What follows belongs to an exercise in optimizing a design on an open flow for small area; a production flow would make more cautious choices.
Only simulation tests tie the RTL to the original design; equivalence was not proved.
Power and IR drop assume default switching activity.

==> module transmitter, before the edit <==
module transmitter #(
    parameter int clock_freq = 50_000_000,
    parameter int baud = 9600
)(
    input  logic       clk,
    input  logic       rst,
    input  logic [7:0] data_in,
    input  logic       fifo_empty,
    output logic       fifo_read,
    output logic       transmit_wire,
    output logic       state_busy
);
    localparam int cycles_per_bit = clock_freq / baud;
    logic [10:0] frame;         
    localparam logic [12:0] LFSR_LAST = 13'd3826;
    localparam logic [12:0] POLARITY = 13'b1010101010101;
    logic [12:0] bit_counter_q;
    wire  [12:0] bit_counter = bit_counter_q ^ POLARITY;
    wire idle    = ~|frame;
    wire bit_end = (bit_counter == LFSR_LAST);
    assign fifo_read  = idle & ~fifo_empty;
    assign state_busy = ~idle;
    always_ff @(posedge clk or posedge rst) begin
        if (rst)
            frame <= '0;
        else if (fifo_read)
            frame <= {1'b1, ^data_in, data_in, 1'b0};
        else if (bit_end)
            frame <= {1'b0, frame[10:1]};
    end
    always_ff @(posedge clk) begin
        if (idle | bit_end)
            bit_counter_q <= POLARITY;
        else
            bit_counter_q <= {bit_counter[11:0],
                              ~(bit_counter[12] ^ bit_counter[3] ^ bit_counter[2] ^ bit_counter[0])}
                             ^ POLARITY;
    end
    always_ff @(posedge clk or posedge rst) begin
        if (rst)
            transmit_wire <= 1'b1;
        else
            transmit_wire <= frame[0] | idle;
    end
endmodule
==> module receiver, before the edit <==
module receiver #(
        parameter int clk_freq = 50_000_000,
        parameter int baud = 9600
)(
        input  logic        clk,
        input  logic        rst,
        input  logic        data_trans,
        output logic [7:0]  data_received,
        output logic        state_busy,
        output logic [3:0]  phase,         
        output logic [12:0] counter,       
        output logic        sample_bit,    
        output logic        send           
);
        localparam int cycles_per_bit = clk_freq / baud;
        localparam int half_cycle = cycles_per_bit / 2;
        localparam logic [12:0] LAST = 13'(cycles_per_bit - 1);
        localparam logic [12:0] HALF = 13'(half_cycle);
        logic [7:0] shift_reg;
        logic       prev_data;
        wire idle    = (phase == 4'd3);
        wire start0  = (phase == 4'd6);
        assign send  = (phase == 4'd2);
        wire bit_end = (phase == 4'd7) ? ((counter & HALF) == HALF)
                                       : ((counter & LAST) == LAST);
        assign state_busy = ~(idle | start0);
        assign sample_bit = shift_reg[7];
        always_ff @(posedge clk or posedge rst) begin
                if (rst)
                        prev_data <= 1'b1;
                else
                        prev_data <= data_trans;
        end
        always_ff @(posedge clk or posedge rst) begin
                if (rst)
                        phase <= 4'd3;
                else if (idle) begin
                        if (prev_data & ~data_trans)
                                phase <= 4'd6;
                end else if (bit_end | send | start0)
                        phase <= phase + 4'd1;
        end
        always_ff @(posedge clk) begin
                if (idle | bit_end)
                        counter <= '0;
                else
                        counter <= counter + 13'd1;
        end
        always_ff @(posedge clk) begin
                if (bit_end & phase[3])
                        shift_reg <= {data_trans, shift_reg[7:1]};
        end
        always_ff @(posedge clk or posedge rst) begin
                if (rst)
                        data_received <= 8'd0;
                else if (send)
                        data_received <= shift_reg;
        end
endmodule
clock: 20.0 ns
lec_check: 0
cap_margin: 20
core_margin: 2
core_utilization: 40
cts_buf_list: sky130_fd_sc_hd__clkbuf_8
slew_margin: 20
standard.sh (not shown) runs the stock make flow with config.mk's settings and CLKGATE_MAP_FILE= SYNTH_SCRIPT=/design/flow/synth_recipe.tcl, a recipe that flattens the netlist after the stock synthesis.
==> flow/flow/run.sh <==
#!/bin/bash
# The standard layout (standard.sh) with three changes to how it is made:
#  - synthesis maps logic with an area-oriented abc script (area.abc) instead of
#    the speed script, and without the separate adder mapping step; register
#    mapping and naming are the standard synthesis's (synth_wrap.tcl);
#  - the port buffers inserted in global placement use the smallest buffer cell.
# The whole make output goes to standard_flow.log; each step logs under orfs/logs.
set -euo pipefail
here=$(pwd)
std_synth=$(grep -o 'SYNTH_SCRIPT=[^ ]*' standard.sh | head -1 | cut -d= -f2)
export FLOW_SYNTH_TCL="$std_synth"
export UART_ABC_SCRIPT="$here/flow/area.abc"
export BUFFER_PORTS_ARGS="-buffer_cell sky130_fd_sc_hd__buf_1"
bash standard.sh SYNTH_SCRIPT="$here/flow/synth_wrap.tcl" ADDER_MAP_FILE= finish > standard_flow.log 2>&1
==> flow/flow/area.abc <==
&get -n
&st
&dch -f
&nf -R 1000
&put
==> flow/flow/synth_wrap.tcl <==
# The standard synthesis script (FLOW_SYNTH_TCL, the standard flow's own), except that
# abc maps the logic with the area-oriented script in UART_ABC_SCRIPT.
# Registers are mapped before abc runs, so they are the standard synthesis's.
proc abc {args} {
  set i [lsearch -exact $args -script]
  if {$i >= 0} {
    set args [lreplace $args [expr {$i + 1}] [expr {$i + 1}] $::env(UART_ABC_SCRIPT)]
  }
  yosys abc {*}$args
}
source $::env(FLOW_SYNTH_TCL)
Edit:
--- a/flow/design.v
+++ b/flow/design.v
@@ -13,9 +13,7 @@
     localparam int cycles_per_bit = clock_freq / baud;
     logic [10:0] frame;         
     localparam logic [12:0] LFSR_LAST = 13'd3826;
-    localparam logic [12:0] POLARITY = 13'b1010101010101;
-    logic [12:0] bit_counter_q;
-    wire  [12:0] bit_counter = bit_counter_q ^ POLARITY;
+    logic [12:0] bit_counter;
     wire idle    = ~|frame;
     wire bit_end = (bit_counter == LFSR_LAST);
     assign fifo_read  = idle & ~fifo_empty;
@@ -30,11 +28,10 @@
     end
     always_ff @(posedge clk) begin
         if (idle | bit_end)
-            bit_counter_q <= POLARITY;
+            bit_counter <= '0;
         else
-            bit_counter_q <= {bit_counter[11:0],
-                              ~(bit_counter[12] ^ bit_counter[3] ^ bit_counter[2] ^ bit_counter[0])}
-                             ^ POLARITY;
+            bit_counter <= {bit_counter[11:0],
+                            ~(bit_counter[12] ^ bit_counter[3] ^ bit_counter[2] ^ bit_counter[0])};
     end
     always_ff @(posedge clk or posedge rst) begin
         if (rst)
@@ -60,14 +57,13 @@
         localparam int cycles_per_bit = clk_freq / baud;
         localparam int half_cycle = cycles_per_bit / 2;
         localparam logic [12:0] LAST = 13'(cycles_per_bit - 1);
-        localparam logic [12:0] HALF = 13'(half_cycle);
+        localparam logic [12:0] START_PRESET = 13'(cycles_per_bit - 1 - half_cycle);
         logic [7:0] shift_reg;
         logic       prev_data;
         wire idle    = (phase == 4'd3);
         wire start0  = (phase == 4'd6);
         assign send  = (phase == 4'd2);
-        wire bit_end = (phase == 4'd7) ? ((counter & HALF) == HALF)
-                                       : ((counter & LAST) == LAST);
+        wire bit_end = (counter & LAST) == LAST;
         assign state_busy = ~(idle | start0);
         assign sample_bit = shift_reg[7];
         always_ff @(posedge clk or posedge rst) begin
@@ -86,7 +82,9 @@
                         phase <= phase + 4'd1;
         end
         always_ff @(posedge clk) begin
-                if (idle | bit_end)
+                if (idle)
+                        counter <= START_PRESET;
+                else if (bit_end)
                         counter <= '0;
                 else
                         counter <= counter + 13'd1;
The new run passed the timing, DRC and antenna checks.
Utilization goes down by 0.93 points.
Non-clock buffer count shrinks by 2.
Global-route usage went up by 0.22 points.
Register-to-register slack loses 0.04 ns.
Total power drops by about a fifth.
Final cell count goes up slightly.
Die area rises slightly.
Design area climbs slightly.
Synthesized cell count goes up by a few percent.
Clock power stays flat.
Sequential cell count does not change.
Routed wire length came out lower by a few percent.

---

The RTL this note starts from:
==> flow/design.v <==
module transmitter #(
    parameter int clock_freq = 50_000_000,
    parameter int baud = 9600
)(
    input  logic       clk,
    input  logic       rst,
    input  logic [7:0] data_in,
    input  logic       fifo_empty,
    output logic       fifo_read,
    output logic       transmit_wire,
    output logic       state_busy
);
    localparam int cycles_per_bit = clock_freq / baud;
    logic [10:0] frame;         
    localparam logic [12:0] LFSR_LAST = 13'd2255;
    localparam logic [12:0] LFSR_MASK = 13'b1011111011011;
    localparam logic [12:0] POLARITY = 13'b1010101010101;
    logic [12:0] bit_counter_q;
    wire  [12:0] bit_counter = bit_counter_q ^ POLARITY;
    wire idle    = ~|frame;
    wire bit_end = ((bit_counter ^ LFSR_LAST) & LFSR_MASK) == 13'd0;
    assign fifo_read  = idle & ~fifo_empty;
    assign state_busy = ~idle;
    always_ff @(posedge clk or posedge rst) begin
        if (rst)
            frame <= '0;
        else if (fifo_read)
            frame <= {1'b1, ^data_in, data_in, 1'b0};
        else if (bit_end)
            frame <= {1'b0, frame[10:1]};
    end
    always_ff @(posedge clk) begin
        if (idle | bit_end)
            bit_counter_q <= POLARITY;
        else
            bit_counter_q <= {bit_counter[11:0],
                              ~(bit_counter[12] ^ bit_counter[9])}
                             ^ POLARITY;
    end
    always_ff @(posedge clk or posedge rst) begin
        if (rst)
            transmit_wire <= 1'b1;
        else
            transmit_wire <= frame[0] | idle;
    end
endmodule
module receiver #(
        parameter int clk_freq = 50_000_000,
        parameter int baud = 9600
)(
        input  logic        clk,
        input  logic        rst,
        input  logic        data_trans,
        output logic [7:0]  data_received,
        output logic        state_busy,
        output logic [3:0]  phase,         
        output logic [12:0] counter,       
        output logic        sample_bit,    
        output logic        send           
);
        localparam int cycles_per_bit = clk_freq / baud;
        localparam int half_cycle = cycles_per_bit / 2;
        localparam logic [12:0] LAST = 13'(cycles_per_bit - 1);
        localparam logic [12:0] HALF = 13'(half_cycle);
        logic [7:0] shift_reg;
        logic       prev_data;
        wire idle    = (phase == 4'd3);
        wire start0  = (phase == 4'd6);
        assign send  = (phase == 4'd2);
        wire bit_end = (phase == 4'd7) ? ((counter & HALF) == HALF)
                                       : ((counter & LAST) == LAST);
        assign state_busy = ~(idle | start0);
        assign sample_bit = shift_reg[7];
        always_ff @(posedge clk or posedge rst) begin
                if (rst)
                        prev_data <= 1'b1;
                else
                        prev_data <= data_trans;
        end
        always_ff @(posedge clk or posedge rst) begin
                if (rst)
                        phase <= 4'd3;
                else if (idle) begin
                        if (prev_data & ~data_trans)
                                phase <= 4'd6;
                end else if (bit_end | send | start0)
                        phase <= phase + 4'd1;
        end
        always_ff @(posedge clk) begin
                if (idle | bit_end)
                        counter <= '0;
                else
                        counter <= counter + 13'd1;
        end
        always_ff @(posedge clk) begin
                if (bit_end & phase[3])
                        shift_reg <= {data_trans, shift_reg[7:1]};
        end
        always_ff @(posedge clk or posedge rst) begin
                if (rst)
                        data_received <= 8'd0;
                else if (send)
                        data_received <= shift_reg;
        end
endmodule
module scoring_model (
    input  logic        clk,
    input  logic        rst,
    input  logic [3:0]  phase,
    input  logic [12:0] counter,
    input  logic        sample_bit,
    input  logic [2:0]  byte_index,
    input  logic        update,
    output logic [31:0] score,
    output logic        valid
);
    logic [22:0] acc_n;       
    logic        carry;
    logic [22:0] score_n;     
    logic        unscored;    
    wire after_sample = phase[3] ? (phase[2:0] != 3'd0) : (phase == 4'd0);
    wire field_end    = (phase == 4'd0) & byte_index[0];
    wire low24        = (counter[12:5] == 8'd0) & ~(counter[4] & counter[3]);
    wire low8         = (counter[12:3] == 10'd0);
    wire rotate       = after_sample & (field_end ? low8 : low24);
    logic [5:0] coeff;
    always_comb begin
        case (byte_index[2:1])
            2'd0: coeff = 6'd35;
            2'd1: coeff = 6'd30;
            2'd2: coeff = 6'd20;
            default: coeff = 6'd15;
        endcase
    end
    wire [7:0] coeff8 = {2'b00, coeff};
    wire addend = sample_bit & low8 & coeff8[counter[2:0]];
    wire clear = (byte_index == 3'd0) & (phase == 4'd9)
               & ~(counter[4] & counter[2] & counter[1] & counter[0]);
    wire a    = ~acc_n[0] & ~clear;
    wire sum  = a ^ addend ^ carry;
    wire cout = (a & addend) | (a & carry) | (addend & carry);
    always_ff @(posedge clk) begin
        if (rotate)
            acc_n <= {~sum, acc_n[22:1]};
        carry <= rotate & cout;
    end
    always_ff @(posedge clk) begin
        if (update)
            score_n <= acc_n;
    end
    always_ff @(posedge clk or posedge rst) begin
        if (rst)
            unscored <= 1'b1;
        else if (update)
            unscored <= 1'b0;
    end
    assign score = {9'd0, ~(score_n | {23{unscored}})};
    assign valid = ~(unscored | update);
endmodule
module packet_assembler (
    input  logic       clk,
    input  logic       rst,
    input  logic       send,
    output logic [2:0] byte_index,
    output logic       update
);
    logic [3:0] count;
    always_ff @(posedge clk or posedge rst) begin
        if (rst)
            count <= 4'd0;
        else if (update)
            count <= 4'd0;
        else if (send | count[3])
            count <= count + 4'd1;
    end
    assign byte_index = count[2:0];
    assign update = count[3] & count[1];
endmodule
module uart_telemetry (
    input  logic        clk,
    input  logic        rst,
    input  logic [7:0]  tx_data,
    input  logic        tx_fifo_empty,
    output logic        tx_fifo_read,
    output logic        tx,
    output logic        tx_busy,
    input  logic        rx,
    output logic [7:0]  rx_data,
    output logic        rx_busy,
    output logic [31:0] score,
    output logic        score_valid
);
    logic [3:0]  rx_phase;
    logic [12:0] rx_counter;
    logic        rx_sample;
    logic        rx_send;
    logic [2:0]  byte_index;
    logic        update;
    transmitter #(
        .clock_freq(50_000_000),
        .baud(9600)
    ) u_transmitter (
        .clk(clk),
        .rst(rst),
        .data_in(tx_data),
        .fifo_empty(tx_fifo_empty),
        .fifo_read(tx_fifo_read),
        .transmit_wire(tx),
        .state_busy(tx_busy)
    );
    receiver #(
        .clk_freq(50_000_000),
        .baud(9600)
    ) u_receiver (
        .clk(clk),
        .rst(rst),
        .data_trans(rx),
        .data_received(rx_data),
        .state_busy(rx_busy),
        .phase(rx_phase),
        .counter(rx_counter),
        .sample_bit(rx_sample),
        .send(rx_send)
    );
    packet_assembler u_assembler (
        .clk(clk),
        .rst(rst),
        .send(rx_send),
        .byte_index(byte_index),
        .update(update)
    );
    scoring_model u_scoring (
        .clk(clk),
        .rst(rst),
        .phase(rx_phase),
        .counter(rx_counter),
        .sample_bit(rx_sample),
        .byte_index(byte_index),
        .update(update),
        .score(score),
        .valid(score_valid)
    );
endmodule
Settings: LEC_CHECK=0, CAP_MARGIN=0, CORE_MARGIN=2, CORE_UTILIZATION=65, CTS_BUF_LIST=sky130_fd_sc_hd__clkbuf_8, SLEW_MARGIN=0; clock period 20.0 ns.
==> flow/flow/run.sh <==
#!/bin/bash
# The standard layout (standard.sh) with these changes to how it is made:
#  - synthesis maps logic with an area-oriented abc script (area.abc) instead of
#    the speed script, and without the separate adder mapping step; register
#    mapping and naming are the standard synthesis's (synth_wrap.tcl);
#  - the port buffers inserted in global placement use the smallest buffer cell;
#  - clock tree synthesis adds no dummy loads to balance the leaf nets.
# The whole make output goes to standard_flow.log; each step logs under orfs/logs.
set -euo pipefail
here=$(pwd)
std_synth=$(grep -o 'SYNTH_SCRIPT=[^ ]*' standard.sh | head -1 | cut -d= -f2)
export FLOW_SYNTH_TCL="$std_synth"
export UART_ABC_SCRIPT="$here/flow/area.abc"
export BUFFER_PORTS_ARGS="-buffer_cell sky130_fd_sc_hd__buf_1"
export CTS_ARGS="-sink_clustering_enable -repair_clock_nets -buf_list sky130_fd_sc_hd__clkbuf_8 -dont_use_dummy_load"
bash standard.sh SYNTH_SCRIPT="$here/flow/synth_wrap.tcl" ADDER_MAP_FILE= finish > standard_flow.log 2>&1
==> flow/flow/area.abc <==
&get -n
&st
&dch -f
&if -K 6 -a
&mfs
&st
&dch -f -x
&nf -R 2000 -E 0
&put
Scripts as last shown in full above: flow/flow/synth_wrap.tcl
Rerun with:
--- a/flow/design.v
+++ b/flow/design.v
@@ -55,12 +55,16 @@
         output logic        state_busy,
         output logic [3:0]  phase,         
-        output logic [12:0] counter,       
+        output logic        tick,          
+        output logic [4:0]  slot,          
         output logic        sample_bit,    
         output logic        send           
 );
         localparam int cycles_per_bit = clk_freq / baud;
-        localparam int half_cycle = cycles_per_bit / 2;
-        localparam logic [12:0] LAST = 13'(cycles_per_bit - 1);
-        localparam logic [12:0] HALF = 13'(half_cycle);
+        localparam int SLOT_CYCLES = cycles_per_bit / 24;    
+        localparam logic [7:0] TICK_STATE = 8'd128;
+        localparam logic [7:0] TICK_MASK  = 8'b11111101;
+        localparam logic [7:0] POLARITY   = 8'b10101010;
+        logic [7:0] timer_q;
+        wire  [7:0] timer = timer_q ^ POLARITY;
         logic [7:0] shift_reg;
         logic       prev_data;
@@ -68,6 +72,6 @@
         wire start0  = (phase == 4'd6);
         assign send  = (phase == 4'd2);
-        wire bit_end = (phase == 4'd7) ? ((counter & HALF) == HALF)
-                                       : ((counter & LAST) == LAST);
+        assign tick  = ((timer ^ TICK_STATE) & TICK_MASK) == 8'd0;
+        wire bit_end = tick & slot[4] & slot[2] & slot[1] & slot[0];
         assign state_busy = ~(idle | start0);
         assign sample_bit = shift_reg[7];
@@ -88,8 +92,14 @@
         end
         always_ff @(posedge clk) begin
-                if (idle | bit_end)
-                        counter <= '0;
+                if (idle | start0 | tick)
+                        timer_q <= POLARITY;
                 else
-                        counter <= counter + 13'd1;
+                        timer_q <= {timer[6:0], ~(timer[7] ^ timer[2])} ^ POLARITY;
+        end
+        always_ff @(posedge clk) begin
+                if (idle | start0)
+                        slot <= 5'd12;
+                else if (tick)
+                        slot <= bit_end ? 5'd0 : slot + 5'd1;
         end
         always_ff @(posedge clk) begin
@@ -108,5 +118,6 @@
     input  logic        rst,
     input  logic [3:0]  phase,
-    input  logic [12:0] counter,
+    input  logic        tick,
+    input  logic [4:0]  slot,
     input  logic        sample_bit,
     input  logic [2:0]  byte_index,
@@ -121,7 +132,6 @@
     wire after_sample = phase[3] ? (phase[2:0] != 3'd0) : (phase == 4'd0);
     wire field_end    = (phase == 4'd0) & byte_index[0];
-    wire low24        = (counter[12:5] == 8'd0) & ~(counter[4] & counter[3]);
-    wire low8         = (counter[12:3] == 10'd0);
-    wire rotate       = after_sample & (field_end ? low8 : low24);
+    wire low8         = ~slot[4] & ~slot[3];
+    wire rotate       = tick & after_sample & (~field_end | low8);
     logic [5:0] coeff;
     always_comb begin
@@ -134,7 +144,7 @@
     end
     wire [7:0] coeff8 = {2'b00, coeff};
-    wire addend = sample_bit & low8 & coeff8[counter[2:0]];
+    wire addend = sample_bit & low8 & coeff8[slot[2:0]];
     wire clear = (byte_index == 3'd0) & (phase == 4'd9)
-               & ~(counter[4] & counter[2] & counter[1] & counter[0]);
+               & ~(slot[4] & slot[2] & slot[1] & slot[0]);
     wire a    = ~acc_n[0] & ~clear;
     wire sum  = a ^ addend ^ carry;
@@ -143,5 +153,6 @@
         if (rotate)
             acc_n <= {~sum, acc_n[22:1]};
-        carry <= rotate & cout;
+        if (tick)
+            carry <= rotate & cout;
     end
     always_ff @(posedge clk) begin
@@ -192,5 +203,6 @@
 );
     logic [3:0]  rx_phase;
-    logic [12:0] rx_counter;
+    logic        rx_tick;
+    logic [4:0]  rx_slot;
     logic        rx_sample;
     logic        rx_send;
@@ -219,5 +231,6 @@
         .state_busy(rx_busy),
         .phase(rx_phase),
-        .counter(rx_counter),
+        .tick(rx_tick),
+        .slot(rx_slot),
         .sample_bit(rx_sample),
         .send(rx_send)
@@ -234,5 +247,6 @@
         .rst(rst),
         .phase(rx_phase),
-        .counter(rx_counter),
+        .tick(rx_tick),
+        .slot(rx_slot),
         .sample_bit(rx_sample),
         .byte_index(byte_index),
Result: The changed run finished clean. Register-to-register slack gets worse by 0.36 ns. Maximum frequency stays flat. Hold slack loses 0.016 ns. Worst setup slack gets better by 0.012 ns. Critical path depth does not change. Final area came out lower by a few percent. Clock skew decreases by 0.010 ns. Flip-flop and latch count is unchanged. Utilization drops by 0.64 points. Wire length falls by a little under a tenth. Sequential power went up by about a fifth. Via count is lower by a few percent.

==> static timing again, ports no longer ideal <==
The results above use ideal ports. As a check the final layouts listed here were re-extracted and re-timed, cells and wires unchanged. Step 1 sets driving cells, clkbuf_16 on the clock port and buf_2 on the other inputs (assumed; they add their load-dependent delay and slew). Step 2, shift: input delay + t, output delay - t, t = (earliest + latest rising clock arrival at the registers) / 2. This alone moves slack from input paths to output paths. Slacks: ideal ports / drivers / drivers and shift; pairs: ideal ports / drivers.
| run | shift t [ns] | setup WS [ns] | slew at the worst register clock pin (ns) | worst data-port slew with drivers (ns) | cell pins on the clock port's net |
|---|---|---|---|---|---|
| the first run of note 1 | 0.389 | 11.176 / 11.152 / 11.152 | 0.11 / 0.11 | 0.03 | 1 |
| the second run of note 1 | 0.389 | 11.215 / 11.193 / 11.193 | 0.12 / 0.12 | 0.03 | 1 |
| the first run of note 2 | 0.374 | 11.181 / 11.163 / 11.163 | 0.10 / 0.10 | 0.03 | 1 |
| the second run of note 2 | 0.375 | 11.194 / 11.171 / 11.171 | 0.09 / 0.09 | 0.03 | 1 |
After both steps every run listed still meets setup and hold. The setup slack of the first run of note 1, which loses most, moves by -0.024 ns with the drivers and by -0.024 ns with both steps.
